What follows belongs to an exercise in optimizing a design on an open flow for small area and a short achievable clock period; a production flow would make more cautious choices.
In this exercise RTL edits were held to simulation tests only and were not proved equivalent to the original.

==> design.v <==
`timescale 1ns / 1ps
module gg_deblock_filter
   #(
     parameter int BIT_LEN               = 17,
     parameter int WORD_LEN              = 16
    )
    (
    input  logic clk,  
    input  logic [0:3][0:15][7:0]  blki,   
    output logic [0:3][0:15][7:0]  blko,  
    input  logic [0:2][0:1][2:0] bs,  
    input  logic [0:3][5:0] qpz,  
    input  logic [4:0] FilterOffsetA,  
    input  logic [4:0] FilterOffsetB,  
    input  logic ch_flag  
    );     
    logic [0:15][7:0] cur_blk;
    logic [0:15][7:0] lef_blk;
    logic [0:2][7:0] alpha;
    logic [0:2][7:0] beta;
    logic [0:2][0:1][4:0] tc0;
    logic [0:2][0:1][1:0] bsidx;
    logic [5:0] qpavg[2:0];
    logic [6:0] qpofsA[2:0];
    logic [6:0] qpofsB[2:0];
    logic [5:0] indexA[2:0];
    logic [5:0] indexB[2:0];
    logic xx0, xx1, xx2;  
    logic [0:51][5:0] qpc_table;
    logic [0:51][7:0] alpha_table;
    logic [0:51][7:0] beta_table;
    logic [0:2][0:51][4:0] tc0_table;
    assign qpc_table =  { 6'd0,  6'd1,  6'd2,  6'd3,  6'd4,  6'd5,  6'd6,  6'd7,  6'd8,  6'd9,  6'd10, 6'd11, 
                          6'd12, 6'd13, 6'd14, 6'd15, 6'd16, 6'd17, 6'd18, 6'd19, 6'd20, 6'd21, 6'd22, 6'd23, 
                          6'd24, 6'd25, 6'd26, 6'd27, 6'd28, 6'd29, 6'd29, 6'd30, 6'd31, 6'd32, 6'd32, 6'd33, 
                          6'd34, 6'd34, 6'd35, 6'd35, 6'd36, 6'd36, 6'd37, 6'd37, 6'd37, 6'd38, 6'd38, 6'd38, 
                          6'd39, 6'd39, 6'd39, 6'd39 };
    assign alpha_table = { 8'd0, 8'd0, 8'd0, 8'd0, 8'd0, 8'd0, 8'd0, 8'd0, 8'd0, 8'd0, 8'd0, 8'd0, 
                           8'd0, 8'd0, 8'd0, 8'd0, 8'd4, 8'd4, 8'd5, 8'd6, 8'd7, 8'd8, 8'd9, 8'd10, 
                           8'd12, 8'd13, 8'd15, 8'd17, 8'd20, 8'd22, 8'd25, 8'd28, 8'd32, 8'd36, 8'd40, 8'd45, 
                           8'd50, 8'd56, 8'd63, 8'd71, 8'd80, 8'd90, 8'd101, 8'd113, 8'd127, 8'd144, 8'd162, 8'd182, 
                           8'd203, 8'd226, 8'd255, 8'd255 };
    assign beta_table  = { 8'd0, 8'd0, 8'd0, 8'd0, 8'd0, 8'd0, 8'd0, 8'd0, 8'd0, 8'd0, 8'd0, 8'd0, 
                           8'd0, 8'd0, 8'd0, 8'd0, 8'd2, 8'd2, 8'd2, 8'd3, 8'd3, 8'd3, 8'd3, 8'd4, 
                           8'd4, 8'd4, 8'd6, 8'd6, 8'd7, 8'd7, 8'd8, 8'd8, 8'd9, 8'd9, 8'd10, 8'd10, 
                           8'd11, 8'd11, 8'd12, 8'd12, 8'd13, 8'd13, 8'd14, 8'd14, 8'd15, 8'd15, 8'd16, 8'd16, 
                           8'd17, 8'd17, 8'd18, 8'd18 };
    assign tc0_table =  {{ 5'd0, 5'd0, 5'd0, 5'd0, 5'd0, 5'd0, 5'd0, 5'd0, 5'd0, 5'd0, 5'd0, 5'd0, 
                           5'd0, 5'd0, 5'd0, 5'd0, 5'd0, 5'd0, 5'd0, 5'd0, 5'd0, 5'd0, 5'd0, 5'd1, 
                           5'd1, 5'd1, 5'd1, 5'd1, 5'd1, 5'd1, 5'd1, 5'd1, 5'd1, 5'd2, 5'd2, 5'd2, 
                           5'd2, 5'd3, 5'd3, 5'd3, 5'd4, 5'd4, 5'd4, 5'd5, 5'd6, 5'd6, 5'd7, 5'd8, 
                           5'd9, 5'd10, 5'd11, 5'd13  },
                         { 5'd0, 5'd0, 5'd0, 5'd0, 5'd0, 5'd0, 5'd0, 5'd0, 5'd0, 5'd0, 5'd0, 5'd0, 
                           5'd0, 5'd0, 5'd0, 5'd0, 5'd0, 5'd0, 5'd0, 5'd0, 5'd0, 5'd1, 5'd1, 5'd1, 
                           5'd1, 5'd1, 5'd1, 5'd1, 5'd1, 5'd1, 5'd1, 5'd2, 5'd2, 5'd2, 5'd2, 5'd3, 
                           5'd3, 5'd3, 5'd4, 5'd4, 5'd5, 5'd5, 5'd6, 5'd7, 5'd8, 5'd8, 5'd10, 5'd11, 
                           5'd12, 5'd13, 5'd15, 5'd17 },
                         { 5'd0, 5'd0, 5'd0, 5'd0, 5'd0, 5'd0, 5'd0, 5'd0, 5'd0, 5'd0, 5'd0, 5'd0, 
                           5'd0, 5'd0, 5'd0, 5'd0, 5'd0, 5'd1, 5'd1, 5'd1, 5'd1, 5'd1, 5'd1, 5'd1, 
                           5'd1, 5'd1, 5'd1, 5'd2, 5'd2, 5'd2, 5'd2, 5'd3, 5'd3, 5'd3, 5'd4, 5'd4, 
                           5'd4, 5'd5, 5'd6, 5'd6, 5'd7, 5'd8, 5'd9, 5'd10, 5'd11, 5'd13, 5'd14, 5'd16, 
                           5'd18, 5'd20, 5'd23, 5'd25 } };
    always_comb begin
        { qpavg[0][5:0], xx0 } = ch_flag ? (qpc_table[qpz[2]] + qpc_table[qpz[3]] + 1) : ( qpz[2] + qpz[3] + 1);  
        { qpavg[1][5:0], xx1 } = ch_flag ? (qpc_table[qpz[0]] + qpc_table[qpz[2]] + 1) : ( qpz[0] + qpz[2] + 1);  
        { qpavg[2][5:0], xx2 } = ch_flag ? (qpc_table[qpz[1]] + qpc_table[qpz[3]] + 1) : ( qpz[1] + qpz[3] + 1);  
        for( int ii = 0; ii < 3; ii++ ) begin
            qpofsA[ii][6:0] = { 1'b0, qpavg[ii][5:0] } + { {2{FilterOffsetA[4]}}, FilterOffsetA[4:0] };
            qpofsB[ii][6:0] = { 1'b0, qpavg[ii][5:0] } + { {2{FilterOffsetB[4]}}, FilterOffsetB[4:0] };
            indexA[ii][5:0] = ( qpofsA[ii][6] ) ? 6'd0 : ( qpofsA[ii][5:0] > 6'd51 ) ? 6'd51 : qpofsA[ii][5:0];
            indexB[ii][5:0] = ( qpofsB[ii][6] ) ? 6'd0 : ( qpofsB[ii][5:0] > 6'd51 ) ? 6'd51 : qpofsB[ii][5:0];
            alpha[ii][7:0] = alpha_table[indexA[ii]];
            beta[ii][7:0]  = beta_table[indexB[ii]];
            bsidx[ii][0][1:0] = (bs[ii]==2)?2'd1:(bs[ii][0]==3)?2'd2:2'd0;
            bsidx[ii][1][1:0] = (bs[ii]==2)?2'd1:(bs[ii][1]==3)?2'd2:2'd0;  
            tc0[ii][0][4:0]   = tc0_table[bsidx[ii][0]][indexA[ii]];
            tc0[ii][1][4:0]   = tc0_table[bsidx[ii][1]][indexA[ii]];
         end
    end
    genvar ii;
    generate
        for (ii=0; ii<4; ii=ii+1) begin
            gg_deblock_filter_1x8 _filt0 ( 
                .clk        ( clk      ),
                .ch_flag    ( ch_flag  ),
                .bs         ( ( ii < 2 ) ? bs[0][0] : bs[0][1] ),
                .alpha      ( alpha[0] ),
                .beta       ( beta[0]  ),
                .tc0        ( ( ii < 2 ) ? tc0[0][0] : tc0[0][1] ),
                .qi         ( { blki[3][0+4*ii], blki[3][1+4*ii], blki[3][2+4*ii], blki[3][3+4*ii] } ),
                .pi         ( { blki[2][3+4*ii], blki[2][2+4*ii], blki[2][1+4*ii], blki[2][0+4*ii] } ),
                .qo         ( { cur_blk[0+4*ii], cur_blk[1+4*ii], cur_blk[2+4*ii], cur_blk[3+4*ii] } ),
                .po         ( { lef_blk[3+4*ii], lef_blk[2+4*ii], lef_blk[1+4*ii], lef_blk[0+4*ii] } )
            );
        end
        for (ii=0; ii<4; ii=ii+1) begin
            gg_deblock_filter_1x8 _filt1 ( 
                .clk        ( clk      ),
                .ch_flag    ( ch_flag  ),
                .bs         ( ( ii < 2 ) ? bs[1][0] : bs[1][1] ),
                .alpha      ( alpha[1] ),
                .beta       ( beta[1]  ),
                .tc0        ( ( ii < 2 ) ? tc0[1][0] : tc0[1][1] ),
                .qi         ( { lef_blk[0*4+ii], lef_blk[1*4+ii], lef_blk[2*4+ii], lef_blk[3*4+ii] } ),
                .pi         ( { blki[0][3*4+ii], blki[0][2*4+ii], blki[0][1*4+ii], blki[0][0*4+ii] } ),
                .qo         ( { blko[2][0*4+ii], blko[2][1*4+ii], blko[2][2*4+ii], blko[2][3*4+ii] } ),
                .po         ( { blko[0][3*4+ii], blko[0][2*4+ii], blko[0][1*4+ii], blko[0][0*4+ii] } )
            );
        end
        for (ii=0; ii<4; ii=ii+1) begin
            gg_deblock_filter_1x8 _filt2 ( 
                .clk        ( clk      ),
                .ch_flag    ( ch_flag  ),
                .bs         ( ( ii < 2 ) ? bs[2][0] : bs[2][1] ),
                .alpha      ( alpha[2] ),
                .beta       ( beta[2]  ),
                .tc0        ( ( ii < 2 ) ? tc0[2][0] : tc0[2][1] ),
                .qi         ( { cur_blk[0*4+ii], cur_blk[1*4+ii], cur_blk[2*4+ii], cur_blk[3*4+ii] } ),
                .pi         ( { blki[1][3*4+ii], blki[1][2*4+ii], blki[1][1*4+ii], blki[1][0*4+ii] } ),
                .qo         ( { blko[3][0*4+ii], blko[3][1*4+ii], blko[3][2*4+ii], blko[3][3*4+ii] } ),
                .po         ( { blko[1][3*4+ii], blko[1][2*4+ii], blko[1][1*4+ii], blko[1][0*4+ii] } )
            );
        end
    endgenerate    
endmodule
module gg_deblock_filter_1x8
(
    input logic clk,
    input logic ch_flag,
    input logic [2:0] bs,
    input logic [7:0] alpha,
    input logic [7:0] beta,
    input logic [4:0] tc0,
    input logic [0:3][7:0] pi,
    input logic [0:3][7:0] qi,
    output logic [0:3][7:0] po,
    output logic [0:3][7:0] qo
 );
    logic filterSamplesFlag;
    logic aq1_lt_beta, ap1_lt_beta, aq2_lt_beta, ap2_lt_beta, pq_lt_alpha, pq_lt_alpha_d4;
    logic [4:0]  tc;
    logic [2:0]  dummy1;
    logic [5:0]  delta_clip;
    logic [11:0] delta;
    logic [9:0]  p0pd, q0md;
    logic [7:0]  p0pd_clip, q0md_clip;
    logic [10:0] p1d, q1d;
    logic [5:0]  p1d_clip, q1d_clip;
    logic [7:0]  p1pd, q1pd;
    logic [7:0]  alpha_d4;
    logic [10:0] p0f, p1f, p2f, p0cf;
    logic [10:0] q0f, q1f, q2f, q0cf;
    always_comb begin
        aq2_lt_beta =   ( { 1'b0, qi[2] } - { 1'b0, qi[0] } < { 1'b0, beta  } || 
                         { 1'b0, qi[0] } - { 1'b0, qi[2] } < { 1'b0, beta  } ) ? 1'b1 : 1'b0;
        ap2_lt_beta =   ( { 1'b0, pi[2] } - { 1'b0, pi[0] } < { 1'b0, beta  } || 
                         { 1'b0, pi[0] } - { 1'b0, pi[2] } < { 1'b0, beta  } ) ? 1'b1 : 1'b0;
        aq1_lt_beta =   ( { 1'b0, qi[1] } - { 1'b0, qi[0] } < { 1'b0, beta  } || 
                         { 1'b0, qi[0] } - { 1'b0, qi[1] } < { 1'b0, beta  } ) ? 1'b1 : 1'b0;
        ap1_lt_beta =   ( { 1'b0, pi[1] } - { 1'b0, pi[0] } < { 1'b0, beta  } || 
                         { 1'b0, pi[0] } - { 1'b0, pi[1] } < { 1'b0, beta  } ) ? 1'b1 : 1'b0;
        pq_lt_alpha =  ( { 1'b0, pi[0] } - { 1'b0, qi[0] } < { 1'b0, alpha } || 
                         { 1'b0, qi[0] } - { 1'b0, pi[0] } < { 1'b0, alpha } ) ? 1'b1 : 1'b0 ;
        alpha_d4      = alpha[7:2] + 2;
        pq_lt_alpha_d4 =  ( { 1'b0, pi[0] } - { 1'b0, qi[0] } < { 1'b0, alpha_d4 } || 
                          { 1'b0, qi[0] } - { 1'b0, pi[0] } < { 1'b0, alpha_d4 } ) ? 1'b1 : 1'b0 ;
        filterSamplesFlag = pq_lt_alpha & ap1_lt_beta & aq1_lt_beta;
        tc = tc0 + (( ch_flag ) ? 5'd1 : ({ 4'b0, ap2_lt_beta } + { 4'b0, aq2_lt_beta }));
        delta[11:0] = ( { 2'b00  , qi[0], 2'b00 } - { 2'b00  , pi[0], 2'b00 } ) +
                      ( { 4'b0000, pi[1]        } - { 4'b0000, qi[1]        } ) + 12'd4;
        delta_clip[5:0] = ( !delta[11] && delta[11:3] >  { 4'b0000,  tc[4:0] } ) ? { 1'b0,  tc[4:0] } :
                          (  delta[11] && delta[11:3] <= { 4'b1111, ~tc[4:0] } ) ? { 1'b1, ~tc[4:0] } + 6'd1 : delta[8:3];
        p0pd[9:0] = { 2'b00, pi[0][7:0] } + { {4{delta_clip[5]}}, delta_clip[5:0] } ;
        q0md[9:0] = { 2'b00, qi[0][7:0] } - { {4{delta_clip[5]}}, delta_clip[5:0] } ;
        p0pd_clip[7:0] = ( p0pd[9] ) ? 8'h00 : ( p0pd[8] ) ? 8'hFF : p0pd[7:0];  
        q0md_clip[7:0] = ( q0md[9] ) ? 8'h00 : ( q0md[8] ) ? 8'hFF : q0md[7:0];  
        p1d[10:0] = { 2'b00, pi[2], 1'b1 } + { 3'b000, pi[0] } + { 3'b000, qi[0] } - { 1'b0, pi[1], 2'b00 };
        q1d[10:0] = { 2'b00, qi[2], 1'b1 } + { 3'b000, pi[0] } + { 3'b000, qi[0] } - { 1'b0, qi[1], 2'b00 };
        p1d_clip = ( !p1d[10] && p1d[10:2] >  {5'b00000,  tc0[4:0]} ) ? { 1'b0,  tc0[4:0] } :
                   (  p1d[10] && p1d[10:2] <= {5'b11111, ~tc0[4:0]} ) ? { 1'b1, ~tc0[4:0] } + 6'd1 : p1d[7:2];
        q1d_clip = ( !q1d[10] && q1d[10:2] >  {5'b00000,  tc0[4:0]} ) ? { 1'b0,  tc0[4:0] } :
                   (  q1d[10] && q1d[10:2] <= {5'b11111, ~tc0[4:0]} ) ? { 1'b1, ~tc0[4:0] } + 6'd1 : q1d[7:2];
        p1pd = pi[1] + { {2{p1d_clip[5]}}, p1d_clip };
        q1pd = qi[1] + { {2{q1d_clip[5]}}, q1d_clip };
        p0f  = (pi[2] + {pi[1], 1'b0}) + ({pi[0],1'b0} + {qi[0],1'b0}) + (qi[1] + 4);
        p1f  = (pi[2] + pi[1]) + (pi[0] + qi[0]) + 2;
        p2f  = (({pi[3],1'b0} + {pi[2],1'b0}) + (pi[2] + pi[1])) + ((pi[0] + qi[0]) + 4);
        p0cf = ({pi[1],1'b0} + pi[0]) + (qi[1] + 2);      
        q0f  = (qi[2] + {qi[1], 1'b0}) + ({qi[0],1'b0} + {pi[0],1'b0}) + (pi[1] + 4);
        q1f  = (qi[2] + qi[1]) + (qi[0] + pi[0]) + 2;
        q2f  = (({qi[3],1'b0} + {qi[2],1'b0}) + (qi[2] + qi[1])) + ((qi[0] + pi[0]) + 4);
        q0cf = ({qi[1],1'b0} + qi[0]) + (pi[1] + 2);      
        po = pi;
        qo = qi;
        if( filterSamplesFlag && bs[2:0] == 3'd4 ) begin
            if( ap2_lt_beta && pq_lt_alpha_d4 && !ch_flag ) begin
                po[0] = p0f[10:3];
                po[1] = p1f[9:2];
                po[2] = p2f[10:3];
            end else begin
                po[0] = p0cf[9:2];
            end
            if( aq2_lt_beta && pq_lt_alpha_d4 && !ch_flag ) begin
                qo[0] = q0f[10:3];
                qo[1] = q1f[9:2];
                qo[2] = q2f[10:3];
            end else begin
                qo[0] = q0cf[9:2]; 
            end       
        end
        else if( filterSamplesFlag && bs[2:0] != 3'd0 ) begin
            po[0] = p0pd;
            qo[0] = q0md;
            if( ap2_lt_beta && !ch_flag )
                po[1] = p1pd;
            if( aq2_lt_beta && !ch_flag )
                qo[1] = q1pd;
        end
    end   
endmodule
`timescale 1ns / 1ps
module gg_deblock_filter_top (
    input  logic         clk,
    input  logic [511:0] blki_d,
    input  logic [17:0]  bs_d,
    input  logic [23:0]  qpz_d,
    input  logic [4:0]   FilterOffsetA_d,
    input  logic [4:0]   FilterOffsetB_d,
    input  logic         ch_flag_d,
    output logic [511:0] blko_q
);
    logic [0:3][0:15][7:0] blki;
    logic [0:3][0:15][7:0] blko;
    logic [0:2][0:1][2:0]  bs;
    logic [0:3][5:0]       qpz;
    logic [4:0]            FilterOffsetA;
    logic [4:0]            FilterOffsetB;
    logic                  ch_flag;
    always_ff @(posedge clk) begin
        blki          <= blki_d;
        bs            <= bs_d;
        qpz           <= qpz_d;
        FilterOffsetA <= FilterOffsetA_d;
        FilterOffsetB <= FilterOffsetB_d;
        ch_flag       <= ch_flag_d;
    end
    gg_deblock_filter _core_filter
    (
        .clk           ( clk           ),
        .blki          ( blki          ),
        .blko          ( blko          ),
        .bs            ( bs            ),
        .qpz           ( qpz           ),
        .FilterOffsetA ( FilterOffsetA ),
        .FilterOffsetB ( FilterOffsetB ),
        .ch_flag       ( ch_flag       )
    );
    always_ff @(posedge clk) begin
        blko_q <= blko;
    end
endmodule
==> run.sh <==
#!/bin/bash
# synth_recipe.tcl (not shown) runs the flow's synth.tcl, then flattens the netlist and writes it again
# the make line also repeats each setting of config.mk as NAME=value (left out here)
make -C /OpenROAD-flow-scripts/flow DESIGN_CONFIG=/design/flow/config.mk WORK_HOME=/design/flow/orfs CLKGATE_MAP_FILE= SYNTH_SCRIPT=/design/flow/synth_recipe.tcl finish
==> config.mk <==
export PLATFORM = sky130hd
export DESIGN_NAME = gg_deblock_filter_top
export DESIGN_NICKNAME = gg_deblock_filter_top
export VERILOG_FILES = /design/flow/design.v
export SDC_FILE = /design/flow/constraint.sdc
export NUM_CORES = 4
export LEC_CHECK = 0
export CAP_MARGIN = 20
export CORE_MARGIN = 2
export CORE_UTILIZATION = 30
export PLACE_DENSITY = 0.35
export SLEW_MARGIN = 20
==> constraint.sdc <==
create_clock -name core_clock -period 27.0 [get_ports {clk}]
set_input_delay 5.4000 -clock core_clock [delete_from_list [all_inputs] [get_ports {clk}]]
set_output_delay 5.4000 -clock core_clock [all_outputs]
set_load 0.01 [all_outputs]
==> flow_metrics.tcl <==
set metrics [dict create \
    die_x_um 884 \
    cp_top_family "compound AO/OA/AOI/OAI gates" \
    synthTopCellsByCount "ha_1, inv_1, a21oi_1, nor2_1, o21ai_0" \
    ys_seq_area_share_pct 9.28 \
    viasPerCell 5.59 \
    clk_path_buf_depth 4 \
    period_needed_ps 25400 \
    path_depth 103 \
    cp_num_buf_inv 14 \
    yosysMostFrequentCell "ha_1" \
    min_path_type "reg2reg" \
    hold_violations 0 \
    startpoint_type "flop" \
    place_area_um2 262000 \
    cp_slowest_cell "a2111oi_0" \
    grt_overflow 0 \
    htree_levels 4 \
    place_inst 40200 \
    wirelength_um 1330000 \
    arrival_ps 26250 \
    rows 323 \
    wl_per_cell_um 32.7 \
    rr_worst_depth 103 \
    insertion_delay_ps 1010 \
    antenna_found_initial 152 \
    ys_seq_elements 1077 \
    synthTopCellsByArea "ha_1, fa_1, dfxtp_1, a21oi_1, xnor2_1" \
    clock_sinks 1077 \
    die_area_um2 781000 \
    worst_slew_pin_slew_ps 1250 \
    ys.flop_type "dfxtp_1" \
    synth_top_area_cell "ha_1" \
    cp-end-kind "flop" \
    synth_top_area_share_pct 25.0 \
    dr.first_iter.drc_count 19300 \
    synth-async-reset-ratio_pct 0 \
    drive_above_1_share_pct 6.69 \
    cts_tree "yes" \
    synth_enable_flop_cells 0 \
    grt_pass1_wl_um 1820000 \
    grt_pass1_vias 224000 \
    fp.coreArea_um2 773000 \
    worstSetupPathType "reg2reg" \
    antenna_left 0 \
    slowest_delay_ps 900 \
    yosysWarnings 8 \
    critPathMaxFanout 24 \
    fin_tns_setup_ps 0 \
    skew_ps 150 \
    fp.dieH_um 884 \
    slew_viol_final 0 \
    portBuffers 1077 \
    grt_max_degree 65 \
    slew_headroom_pct 15.8 \
    post-dp-hpwl_um 1100000 \
    vias 227000 \
    start_util_pct 30.1 \
    syn_area_per_cell_um2 8.10 \
    outcome "complete, no violations" \
    fin_util_pct 34.7 \
    fin_crit_sh_pct 94.1 \
    cap_violations 0 \
    instances_no_fill 40600 \
    grt_use_total_pct 32.6 \
    final_area_um2 268000 \
    firstDrtPassIters 7 \
    synth.distinct_cells 136 \
    drc 0 \
    boundaryPins 1078 \
    nNetsFinal 36700 \
    cts-root-buf "clkbuf_16" \
    syn_to_final_growth_pct 15.4 \
    syn-cell-area_um2 232000 \
    hold-path-cell-count 0 \
    setup_violations 0 \
    fmax_ghz 0.0394 \
    numCtsBuffers 153 \
    cts.clk_slew.worst_paths_ps 70 \
    gp_congestion 0.968 \
    syn_inst 28700 \
    cp.required_ps 27850 \
    cts_hold_buffers 0 \
]
## final timing paths
check | from | to | slack [ps]
min | blki[1]$_DFF_P_ | blko_q[1]$_DFF_P_ | 350
min reg2reg | blki[1]$_DFF_P_ | blko_q[1]$_DFF_P_ | 350
max | qpz[2]$_DFF_P_ | blko_q[391]$_DFF_P_ | 1600
max reg2reg | qpz[2]$_DFF_P_ | blko_q[391]$_DFF_P_ | 1600
## cell families (layout without fill, tap and decap cells)
kind of cell / count (synthesis) / after routing / share of synthesized area, %
and+or+nand+nor: 6440 / 6440 / 13.1
xor gates and xnor gates: 2137 / 2137 / 8.09
other: 1 / 161 / 0.00161
muxes: 348 / 348 / 1.59
DFF: 1077 / 1077 / 9.28
buffers and inverters: 3948 / 5458 / 6.53
AOI/OAI and AO/OA: 8663 / 8663 / 24.2
adders and majority gates: 6064 / 6064 / 37.3
## cell type report
cell class / instances / area [µm²]
Clock inverter: 76 / 1050
Tap cell: 10200 / 12800
Antenna cell: 131 / 328
Fill cell: 81700 / 505000
Inverter: 2993 / 11200
Sequential cell: 1077 / 21600
Multi-Input combinational cell: 23700 / 198000
Clock buffer: 196 / 4240
Timing Repair Buffer: 2193 / 19200
## state kept, by name, summed over array words and instances, names as in the netlist
name and count:
blki 512, blko_q 512, qpz 24, bs 18, FilterOffsetA 5, FilterOffsetB 5, ch_flag 1
## cells in the final DEF, fill, tap and decap left out, types with 358 or more instances in the layout
master	count
a21o_1	1105
a21oi_1	2479
buf_4	1110
clkdlybuf4s50_1	1077
dfxtp_1	1066
fa_1	1417
ha_1	4632
inv_1	2959
nand2_1	1450
nand2b_1	358
nand3_1	402
nor2_1	2176
nor2b_1	463
nor3_1	569
o21ai_0	1578
o21bai_1	494
xnor2_1	1329
xor2_1	744
## per-stage QoR
| stage | hold WS [ps] | setup slack, ps |
|---|---|---|
| final | 353 | 1600 |
| after global routing | 357 | -43.5 |
| after floorplan | 331 | 1990 |
| after global placement | 342 | -1280 |
| after detailed placement | 343 | -880 |
| after CTS | 352 | 39.8 |
## what timing repair did
action                                  CTS  global route
endpoints found under the setup margin   18            56
pin swaps                                 0             4
gates resized for setup                  10            42
buffers inserted                          0             9
## layer usage
metal / track usage, % / vias to the layer above / wire (µm)
li1: - / 105000 / -
met1: 43.3 / 113000 / 585000
met2: 53.0 / 7646 / 597000
met3: 4.40 / 1672 / 73700
met4: 14.2 / 34 / 69600
met5: 0 / - / 202

==> afterwards: timing with drivers on the ports <==
No port has a modelled driver above. Below, the same layout with a new extraction and two added sets of constraints.
Step 1 assumes that a clkbuf_16 drives the clock port and a buf_2 every other input.
Step 2, shift: input delay + t, output delay - t, t = (earliest + latest rising clock arrival at the registers) / 2. This alone moves slack from input paths to output paths.
a / b / c = ideal ports / drivers / drivers and shift; a / b = the first two.
t (ns): 1.095
setup slack, ns: 1.601 / 1.601 / 1.601
worst hold slack (ns): 0.353 / 0.353 / 0.353
latest minus earliest clock arrival (ns): 0.151 / 0.151
After both steps this run still meets setup and hold. The setup slack of this run moves by 0.000 ns with the drivers and by 0.000 ns with both steps.
